Context: an optimization exercise on an open-source flow, tuned for small area, a short achievable clock period and few clock cycles per item. The choices shown serve that exercise and are no tape-out recipe.
The RTL was checked by simulation tests, not by an equivalence proof against the original design.
Power is estimated from default activity; no workload was simulated.

<file path="flow/design.v">
`timescale 1ns / 1ps
module booth_multiplier #(
    parameter int N = 64
)(
    input  logic                    clk,
    input  logic                    rst,
    input  logic                    start,
    input  logic signed [N-1:0]     multiplicand,
    input  logic signed [N-1:0]     multiplier,
    output logic signed [(2*N)-1:0] product,
    output logic                    done
);
    logic signed [N:0]   A;         
    logic signed [N-1:0] Q;         
    logic                Q_1;       
    logic signed [N:0]   M;         
    logic [$clog2(N):0]  count;
    logic signed [N:0]   A_temp;
    always_ff @(posedge clk or posedge rst) begin
        if (rst) begin
            A       <= '0;
            Q       <= '0;
            Q_1     <= 1'b0;
            M       <= '0;
            count   <= '0;
            done    <= 1'b0;
            product <= '0;
        end
        else begin
            if (start) begin
                A      <= '0;
                Q      <= multiplier;
                Q_1    <= 1'b0;
                M      <= {multiplicand[N-1], multiplicand};   
                count  <= N;
                done   <= 1'b0;
            end
            else if (count != 0) begin
                case ({Q[0], Q_1})
                    2'b01: A_temp = A + M;
                    2'b10: A_temp = A - M;
                    default: A_temp = A;
                endcase
                {A, Q, Q_1} <= {A_temp[N], A_temp, Q};
                count <= count - 1;
            end
            else if (!done) begin
                product <= {A[N-1:0], Q};
                done    <= 1'b1;
            end
        end
    end
endmodule
</file>
<file path="flow/run.sh">
#!/bin/bash
# synth_recipe.tcl (not shown) runs the flow's synth.tcl, then flattens the netlist and writes it again
# the make line also repeats each setting of config.mk as NAME=value (left out here)
make -C /OpenROAD-flow-scripts/flow DESIGN_CONFIG=/design/flow/config.mk WORK_HOME=/design/flow/orfs CLKGATE_MAP_FILE= SYNTH_SCRIPT=/design/flow/synth_recipe.tcl finish
</file>
<file path="flow/config.mk">
export PLATFORM = sky130hd
export DESIGN_NAME = booth_multiplier
export DESIGN_NICKNAME = booth_multiplier
export VERILOG_FILES = /design/flow/design.v
export SDC_FILE = /design/flow/constraint.sdc
export NUM_CORES = 4
export LEC_CHECK = 0
export CAP_MARGIN = 20
export CORE_MARGIN = 2
export CORE_UTILIZATION = 40
export SLEW_MARGIN = 20
</file>
<file path="flow/constraint.sdc">
create_clock -name core_clock -period 6.0 [get_ports {clk}]
set_input_delay 1.2000 -clock core_clock [delete_from_list [all_inputs] [get_ports {clk}]]
set_output_delay 1.2000 -clock core_clock [all_outputs]
set_load 0.01 [all_outputs]
</file>
==> reports/metrics.cfg <==
[sta]
slew_headroom = 0.286
clock_skew_ns = 0.0164
hold_violations = 0
rsz0062_at_grt = no
finalSetupViolCount = 0
period_share = 0.897
tns_ns = 0
maxSlewViolCount = 0
tightest_slew_ns = 1.07
fin_crit_ns = 5.38
fmax_ghz = 0.186

[route]
via_per_inst = 5.43
drt_iter0_markers = 1020
routed_wl_um = 51100
drc = 0
wl_per_cell_um = 18.9
ant_nets = 0
firstDrtPassIters = 5
vias = 14600

[yosys]
ys_top_cells_by_count = dfrtp_1, mux2_2, nand2_1, o21ai_0, nor2_1
synth-seq-cells = 329
yosysMostFrequentCell = dfrtp_1
yosys-top-cells-area = dfrtp_1, mux2_2, o21ai_0
synth_nets = 2055
synth_cell_types = 80
ys_warn_count = 1
ys_seq_area_frac = 0.442
async_flop_share = 1.00
yosysTopAreaCell = dfrtp_1
syn_area_sq_um = 18600
synth_edf_count = 0
avgSynthCellArea_sq_um = 10.0
synth_ff_type = dfrtp_1
netlist.area_leader.share = 0.442
synthCells = 1856

[cts]
path_clk_slew_ns = 0.06
cts_hold_buf = 0
cts_resized = 0
cts.sinks = 329
cts_root_buf = clkbuf_16
clock_tree.buffer_depth = 3
cts_buffers = 39
cts_tree = done
clock_latency_ns = 0.56
post_cts_buffers = 0
cts_htree_levels = 2

[critical_path]
arrival_ns = 5.84
end_kind = flop
cp.required_ns = 6.46
cp_top_family = compound AO/OA/AOI/OAI gates
cp-start-kind = flop
cpPeakStageDelay_ns = 0.59
cp_cell_sequence = or4_4, nor4_4, nand3_2, or3_4, nor2_1, a21oi_1, xnor2_1, ha_1, a21o_1, a21o_1, a21oi_1, o21ai_0, a21o_1, a31o_2, a41o_2, a311oi_1, xor2_1, a211oi_1
critPathMostFrequentCell = a21o_1
critPathKind = flop to flop
crit_buf_inv = 0
cp_max_fo = 7
slowest_stage = or4_4

[floorplanning]
initial_core_util = 0.402
die_area_sq_um = 48300
rows = 79
die_w_um = 220
ios = 260
chipHeight_um = 220
core_sq_um = 46300

[final_layout]
area_growth_pct = 23.5
nets = 2263
fin_util = 0.497
fillers = 4296
drive_above_1_share = 0.138

[grt]
grt.overflow.total = 0
antenna_found_initial = 1
grt_pass1_wl_um = 81300
grt_usage = 0.212
grt_max_degree = 141
grt_pass1_vias = 14500

[run_status]
status = complete, no violations

[placement]
place_congestion = 0.924
portBuffers = 259
hpwlAfterDp_um = 36300

[pwr]
p_per_area_nw_per_um2 = 480
ir_drop_uv = 257
power_leakage_uw = 0.0101

[flow_run]
drv_cap = 0

[min_path]
hold_path_class = flop to flop

[worst reg2reg max path: cells and delay by family, from the launching register on]
kind,cells,cell delay [ns]
xor+xnor,2,0.28
compound gates,10,2.26
simple gates,5,1.95
fa+ha+maj,1,0.37
flops,1,0.44
[kinds of logic after synthesis]
kind of cell,after synthesis,synth area share
flops,329,0.442
fa+ha+maj,68,0.0461
compound gates,491,0.164
mux,251,0.147
buf+inv,145,0.0292
xor+xnor,120,0.0565
simple gates,452,0.115
[power by group]
| part | switching (uW) | internal (uW) |
|---|---|---|
| sequential | 582 | 2890 |
| combinational | 2740 | 2520 |
| clock | 976 | 1330 |
| total | 4300 | 6740 |
[stage by stage]
stage	setup slack (ns)	instances	hold WS (ns)	instance area, sq um	power, uW
2_1_floorplan	0.407	1856	0.461	18600	6850
3_3_place_gp	0.723	2630	0.489	21800	8710
3_5_place_dp	0.700	2630	0.494	21800	8750
4_1_cts	0.684	2699	0.507	23000	11100
5_1_grt	0.277	2699	0.518	23000	11900
6_report	0.620	2700	0.503	23000	11000
[sequential cells by signal, indices dropped and copies added (netlist names)]
name     flops
count        7
done         1
product    128
Q_1          1
M           64
A           64
Q           64
[layout make-up]
cell class / count / area, sq um / area share
well taps: 607 / 759 / 0.0330
diodes: 1 / 2.50 / 0.000109
flip-flops and latches: 329 / 8230 / 0.358
inverters: 36 / 139 / 0.00604
clock buffers: 57 / 1100 / 0.0480
multi-input cells: 1382 / 9860 / 0.429
clock inverters: 12 / 120 / 0.00522
repair buffers: 276 / 2770 / 0.121
[metal layers]
layer,vias to the layer above,GRT usage,part of all wire,wire [um]
met5,-,0,0,0
met3,72,0.0288,0.039,1990
li1,7076,-,-,-
met1,7203,0.294,0.46,23500
met4,0,0.0647,0.023,1180
met2,298,0.343,0.48,24400
[cells in the final DEF, fill, tap and decap left out, types with 5 or more instances in the layout]
cell / instances
o211a_1: 11
a21o_1: 40
clkbuf_16: 39
nor2b_1: 12
or3_1: 6
mux2i_1: 70
buf_4: 13
nand3_1: 14
nor4_1: 13
o21a_1: 7
xnor2_1: 88
inv_1: 35
ha_1: 66
clkbuf_8: 7
xor2_1: 32
nand3b_1: 6
a21boi_0: 6
o21bai_1: 9
a31oi_1: 17
and2_1: 9
nand2_1: 169
a311oi_1: 5
dfrtp_1: 329
nor3_1: 21
o31ai_1: 11
or4_1: 7
nand4_1: 16
clkdlybuf4s50_1: 258
clkbuf_1: 12
nor2_1: 132
and3_1: 11
o211ai_1: 35
a21oi_1: 127
o21ai_0: 169
mux2_2: 181
nand2b_1: 12
a211oi_1: 18
[worst paths after layout]
check	startpoint	end	slack, ns	cells after the start
max	M[15]	A[58]	0.62	18
min	product[97]	product[97]	0.50	1
max reg2reg	M[15]	A[58]	0.62	18
min reg2reg	product[97]	product[97]	0.50	1
max in group asynchronous	rst	A[41]	3.57	3
min in group asynchronous	rst	product[54]	1.17	2
Testbench counts, summed over its fixed seeds: cycles 19,008, items 288.

==> static timing again, ports no longer ideal <==
The flow's constraints put no driver on any port. The routed layout listed below was extracted and timed again, unchanged, in two steps. Step 1: set_driving_cell puts a clkbuf_16 on clk and a buf_2 on each other input, an assumption about the parent block. Step 2 moves the port delays by t, midway between the first and last clock arrival at a register: inputs arrive t later, outputs are due t later. That takes back most of the time a late clock gives input paths. Three values: ideal ports, drivers, drivers and shift; two values: the first two.
t, ns: 0.609
slack for setup (ns): 0.620 / 0.620 / 0.620
hold slack, ns: 0.503 / 0.503 / 0.503
worst data-port slew with drivers (ns): 0.08
cell pins on the clock port's net: 1
After both steps setup and hold are still met in this run. For this run, drivers alone change the setup slack by 0.000 ns; drivers and shift together by 0.000 ns.
